What follows belongs to an exercise in optimizing a design on an open flow for small area and a short achievable clock period; a production flow would make more cautious choices. The RTL was checked by simulation tests, not by an equivalence proof against the original design. Power is estimated from default activity; no workload was simulated.

## job 8839
## cpu
module cpu( clk, rst_n, hlt, pc, imem_data, dmem_addr, dmem_wdata, dmem_we, dmem_rdata);
    input clk, rst_n;
    output hlt;
    output [15:0] pc;
    input [15:0] imem_data;
    output [15:0] dmem_addr, dmem_wdata;
    output dmem_we;
    input [15:0] dmem_rdata;
    wire [15:0] inst = imem_data;
    wire [3:0] op = inst[15:12];
    wire rst = ~rst_n;
    wire op_add  = (op == 4'h0);
    wire op_sub  = (op == 4'h1);
    wire op_xor  = (op == 4'h2);
    wire op_red  = (op == 4'h3);
    wire op_sll  = (op == 4'h4);
    wire op_sra  = (op == 4'h5);
    wire op_ror  = (op == 4'h6);
    wire op_padd = (op == 4'h7);
    wire op_lw   = (op == 4'h8);
    wire op_sw   = (op == 4'h9);
    wire op_llb  = (op == 4'hA);
    wire op_lhb  = (op == 4'hB);
    wire op_b    = (op == 4'hC);
    wire op_br   = (op == 4'hD);
    wire op_pcs  = (op == 4'hE);
    wire op_hlt  = (op == 4'hF);
    wire op_mem  = op_lw | op_sw;
    wire op_sh   = op_sll | op_sra | op_ror;
    reg [15:0] pc_r;
    reg [2:0] flags_r;    
    reg [255:0] rf;
    wire m2 = op_sw | op_llb | op_lhb;
    wire [15:0] rs, rtr;
    wire [15:0] sel1, sel2;
    genvar d;
    generate for (d = 0; d < 16; d = d + 1) begin : dec
        assign sel1[d] = (inst[7:4] == d);
        assign sel2[d] = m2 ? (inst[11:8] == d) : (inst[3:0] == d);
    end endgenerate
    rdport RP1 (.rf(rf), .sel(sel1), .q(rs));
    rdport RP2 (.rf(rf), .sel(sel2), .q(rtr));
    wire [15:0] rd;
    wire [2:0] flags;
    alu ALU0 (.inst(inst), .rs(rs), .rtr(rtr), .flags_r(flags_r), .rd(rd), .flags(flags));
    wire [15:0] ci, cb;
    wire [14:0] pn, pb;
    assign ci[0] = 1'b1;
    assign cb[0] = 1'b1;
    genvar g;
    generate for (g = 0; g < 15; g = g + 1) begin : pcadd
        wire bb = inst[g < 9 ? g : 8];
        assign pn[g] = pc_r[g+1] ^ ci[g];
        assign ci[g+1] = pc_r[g+1] & ci[g];
        assign pb[g] = pc_r[g+1] ^ bb ^ cb[g];
        assign cb[g+1] = (pc_r[g+1] & bb) | (pc_r[g+1] & cb[g]) | (bb & cb[g]);
    end endgenerate
    wire [15:0] pc_next = {pn, pc_r[0]};
    wire [15:0] pc_br = {pb, pc_r[0]};
    wire fN = flags_r[2], fV = flags_r[1], fZ = flags_r[0];
    reg cond;
    always @(*) begin
        case (inst[11:9])
            3'b000: cond = ~fZ;
            3'b001: cond = fZ;
            3'b010: cond = ~fZ & ~fN;
            3'b011: cond = fN;
  ...
Size: roughly 0.018 mm^2 of cells after synthesis.
export LEC_CHECK = 0
export CAP_MARGIN = 20
export CORE_MARGIN = 2
export CORE_UTILIZATION = 40
export CTS_CLUSTER_DIAMETER = 80
export CTS_CLUSTER_SIZE = 22
export PLACE_DENSITY = 0.6
export SLEW_MARGIN = 20
export SYNTH_HIERARCHICAL = 1
create_clock -name core_clock -period 22.0 [get_ports {clk}]
standard.sh (not shown) runs the stock make flow with config.mk's settings and CLKGATE_MAP_FILE= SYNTH_SCRIPT=/design/flow/synth_recipe.tcl, a recipe that flattens the netlist after the stock synthesis.
==> flow/flow/run.sh <==
#!/bin/bash
# The standard layout (standard.sh) with these changes:
#  - synthesis is ORFS's synth.tcl and synth_recipe.tcl unchanged except for the one ABC call,
#    which maps each module with its own ABC script: alu with $W/flow/abc_area2.script, rdport with $S/abc_speed.script,
#    cpu with $W/flow/abc_area2.script (scripts named flow/... are in this folder, the others are ORFS's);
#  - the port buffers are buf_2 cells;
#  - repair_timing aims for 7.5 ns of setup slack (SETUP_SLACK_MARGIN=7.5);
#  - no ADDER_MAP_FILE: ABC maps the adders along with the rest of the logic.
# make's output goes to standard.log; ORFS keeps each step's log under orfs/logs/.
set -euo pipefail
W=$(pwd)
S=$FLOW_HOME/scripts
ALU=$W/flow/abc_area2.script; RDP=$S/abc_speed.script; CPU=$W/flow/abc_area2.script
sed 's|^  log_cmd abc {\*}\$abc_args$|  log_cmd abc {*}[lreplace $abc_args 1 1 '"$ALU"'] alu\n  log_cmd abc {*}[lreplace $abc_args 1 1 '"$RDP"'] rdport\n  log_cmd abc {*}[lreplace $abc_args 1 1 '"$CPU"'] cpu|' \
  "$S/synth.tcl" > "$W/flow_synth.tcl"
grep -q "lreplace .abc_args 1 1 $CPU. cpu" "$W/flow_synth.tcl"
sed "s|source \$::env(SCRIPTS_DIR)/synth.tcl|source $W/flow_synth.tcl|" "$W/synth_recipe.tcl" > "$W/flow_synth_recipe.tcl"
grep -q "source $W/flow_synth.tcl" "$W/flow_synth_recipe.tcl"
sed "s|SYNTH_SCRIPT=[^ ]*|SYNTH_SCRIPT=$W/flow_synth_recipe.tcl|" "$W/standard.sh" > "$W/standard_mix.sh"
grep -q "SYNTH_SCRIPT=$W/flow_synth_recipe.tcl" "$W/standard_mix.sh"
export SETUP_SLACK_MARGIN=7.5
export ADDER_MAP_FILE=
export BUFFER_PORTS_ARGS="-buffer_cell sky130_fd_sc_hd__buf_2"
bash "$W/standard_mix.sh" > standard.log 2>&1
==> flow/flow/abc_area2.script <==
strash
&get -n
&dch -f
&nf -R 1000
&put
topo
stime -c
buffer -c
upsize -c
dnsize -c
Job 8839: full flow OK, the timing, DRC and antenna checks passed
For job 7105, these inputs were changed with respect to job 8839:
-- flow/flow/run.sh --
<<< job 8839, line 1
#!/bin/bash
# The standard layout (standard.sh) with these changes:
#  - synthesis is ORFS's synth.tcl and synth_recipe.tcl unchanged except for the one ABC call,
>>> job 7105, line 1
#!/bin/bash
# The standard layout (standard.sh) with two changes:
#  - synthesis is ORFS's synth.tcl and synth_recipe.tcl unchanged except for the one ABC call,
<<< job 8839, line 6
#  - the port buffers are buf_2 cells;
#  - repair_timing aims for 7.5 ns of setup slack (SETUP_SLACK_MARGIN=7.5);
#  - no ADDER_MAP_FILE: ABC maps the adders along with the rest of the logic.
# make's output goes to standard.log; ORFS keeps each step's log under orfs/logs/.
>>> job 7105, line 6
#  - the port buffers are buf_2 cells;
#  - repair_timing aims for 9 ns of setup slack (SETUP_SLACK_MARGIN=9).
# make's output goes to standard.log; ORFS keeps each step's log under orfs/logs/.
<<< job 8839, line 20
grep -q "SYNTH_SCRIPT=$W/flow_synth_recipe.tcl" "$W/standard_mix.sh"
export SETUP_SLACK_MARGIN=7.5
export ADDER_MAP_FILE=
export BUFFER_PORTS_ARGS="-buffer_cell sky130_fd_sc_hd__buf_2"
>>> job 7105, line 19
grep -q "SYNTH_SCRIPT=$W/flow_synth_recipe.tcl" "$W/standard_mix.sh"
export SETUP_SLACK_MARGIN=9
export BUFFER_PORTS_ARGS="-buffer_cell sky130_fd_sc_hd__buf_2"
Notes after the runs:
Lower fmax was reported by job 8839, not job 7105.
Relative to job 8839, job 7105 improves setup slack.
The final layout from job 7105, which completed every stage, passed the timing, DRC and antenna checks at the end of the flow.
Job 7105 vs job 8839, minimum clock period went down by 0.50 ns.
[compare] base=job 8839 new=job 7105: sequential share of cell area -4.3 points, routing usage on met3 +0.38 points, antenna diode count +1.
Changes in job 7303 relative to job 7105:
-- flow/flow/run.sh --
<<< job 7105, line 6
#  - the port buffers are buf_2 cells;
#  - repair_timing aims for 9 ns of setup slack (SETUP_SLACK_MARGIN=9).
# make's output goes to standard.log; ORFS keeps each step's log under orfs/logs/.
>>> job 7303, line 6
#  - the port buffers are buf_2 cells;
#  - repair_timing aims for 8 ns of setup slack (SETUP_SLACK_MARGIN=8).
# make's output goes to standard.log; ORFS keeps each step's log under orfs/logs/.
<<< job 7105, line 19
grep -q "SYNTH_SCRIPT=$W/flow_synth_recipe.tcl" "$W/standard_mix.sh"
export SETUP_SLACK_MARGIN=9
export BUFFER_PORTS_ARGS="-buffer_cell sky130_fd_sc_hd__buf_2"
>>> job 7303, line 19
grep -q "SYNTH_SCRIPT=$W/flow_synth_recipe.tcl" "$W/standard_mix.sh"
export SETUP_SLACK_MARGIN=8
export BUFFER_PORTS_ARGS="-buffer_cell sky130_fd_sc_hd__buf_2"
Results
Worst slack after detailed placement was higher in the run labelled job 7105.
[job 7303 vs job 7105] proportion of cell area occupied by registers: higher in job 7303
Where clock skew is concerned, job 7105 is outperformed by job 7303.
Compared to job 7105, job 7303 has leakage power figure 0.62 nW lower.
Job 7105 → job 7303: vertical die dimension saw little to no change; floorplan die width comparable; aggregate global-route resource usage went down; total power saw a decrease.
What job 9844 does differently from job 7303 at the input level:
==> flow/flow/run.sh <==
#!/bin/bash
# The standard layout (standard.sh) with these changes:
#  - synthesis is ORFS's synth.tcl and synth_recipe.tcl unchanged except for the one ABC call,
#    which maps each module with its own ABC script: alu with $W/flow/abc_area2.script, rdport with $W/flow/abc_map.script,
#    cpu with $W/flow/abc_area2.script (scripts named flow/... are in this folder, the others are ORFS's);
#  - the port buffers are buf_2 cells;
#  - repair_timing aims for 8 ns of setup slack (SETUP_SLACK_MARGIN=8);
#  - no ADDER_MAP_FILE: ABC maps the adders along with the rest of the logic.
# make's output goes to standard.log; ORFS keeps each step's log under orfs/logs/.
set -euo pipefail
W=$(pwd)
S=$FLOW_HOME/scripts
ALU=$W/flow/abc_area2.script; RDP=$W/flow/abc_map.script; CPU=$W/flow/abc_area2.script
sed 's|^  log_cmd abc {\*}\$abc_args$|  log_cmd abc {*}[lreplace $abc_args 1 1 '"$ALU"'] alu\n  log_cmd abc {*}[lreplace $abc_args 1 1 '"$RDP"'] rdport\n  log_cmd abc {*}[lreplace $abc_args 1 1 '"$CPU"'] cpu|' \
  "$S/synth.tcl" > "$W/flow_synth.tcl"
grep -q "lreplace .abc_args 1 1 $CPU. cpu" "$W/flow_synth.tcl"
sed "s|source \$::env(SCRIPTS_DIR)/synth.tcl|source $W/flow_synth.tcl|" "$W/synth_recipe.tcl" > "$W/flow_synth_recipe.tcl"
grep -q "source $W/flow_synth.tcl" "$W/flow_synth_recipe.tcl"
sed "s|SYNTH_SCRIPT=[^ ]*|SYNTH_SCRIPT=$W/flow_synth_recipe.tcl|" "$W/standard.sh" > "$W/standard_mix.sh"
grep -q "SYNTH_SCRIPT=$W/flow_synth_recipe.tcl" "$W/standard_mix.sh"
export SETUP_SLACK_MARGIN=8
export ADDER_MAP_FILE=
export BUFFER_PORTS_ARGS="-buffer_cell sky130_fd_sc_hd__buf_2"
bash "$W/standard_mix.sh" > standard.log 2>&1
==> flow/flow/abc_map.script (new file) <==
strash
&get -n
&dch -f
&nf -R 1000
&put
topo
stime -c
[summary]
Job 7303 closes out successfully: all stages finished, all timing, DRC and antenna checks passed. Every stage of the flow completed for job 9844, and the final layout passed the timing, DRC and antenna checks. The non-clock buffer count of job 9844 is higher than that of job 7303. On job 9844: post-synthesis net count is 0.79% lower than what job 7303 gave. When job 9844 is measured against job 7303, its period utilization turns out 1.9 points higher.

-- what the ideal ports hide --
The flow's constraints put no driver on any port. The routed layouts listed below were extracted and timed again, unchanged, in two steps. Step 1: set_driving_cell puts a clkbuf_16 on clk and a buf_2 on each other input, an assumption about the parent block. Step 2 times the ports against the registers' clock, not the clock port: input delays grow and output delays shrink by t, the midpoint of the rising clock arrivals with the driver on. a / b / c = no drivers / after step 1 / after step 2; a / b = the first two.
run | shift t [ns] | slack for setup (ns) | clock arrival spread, ns | cell pins on the clock port's net
job 8839 | 0.557 | 7.841 / 7.808 / 7.808 | 0.017 / 0.017 | 1
job 7105 | 0.569 | 8.345 / 8.259 / 8.259 | 0.026 / 0.026 | 1
job 7303 | 0.559 | 8.076 / 8.007 / 8.007 | 0.018 / 0.018 | 1
job 9844 | 0.601 | 7.653 / 7.599 / 7.502 | 0.039 / 0.039 | 1
After both steps every run listed still meets setup and hold. For job 9844, which loses most, drivers alone change the setup slack by -0.054 ns; drivers and shift together by -0.151 ns.
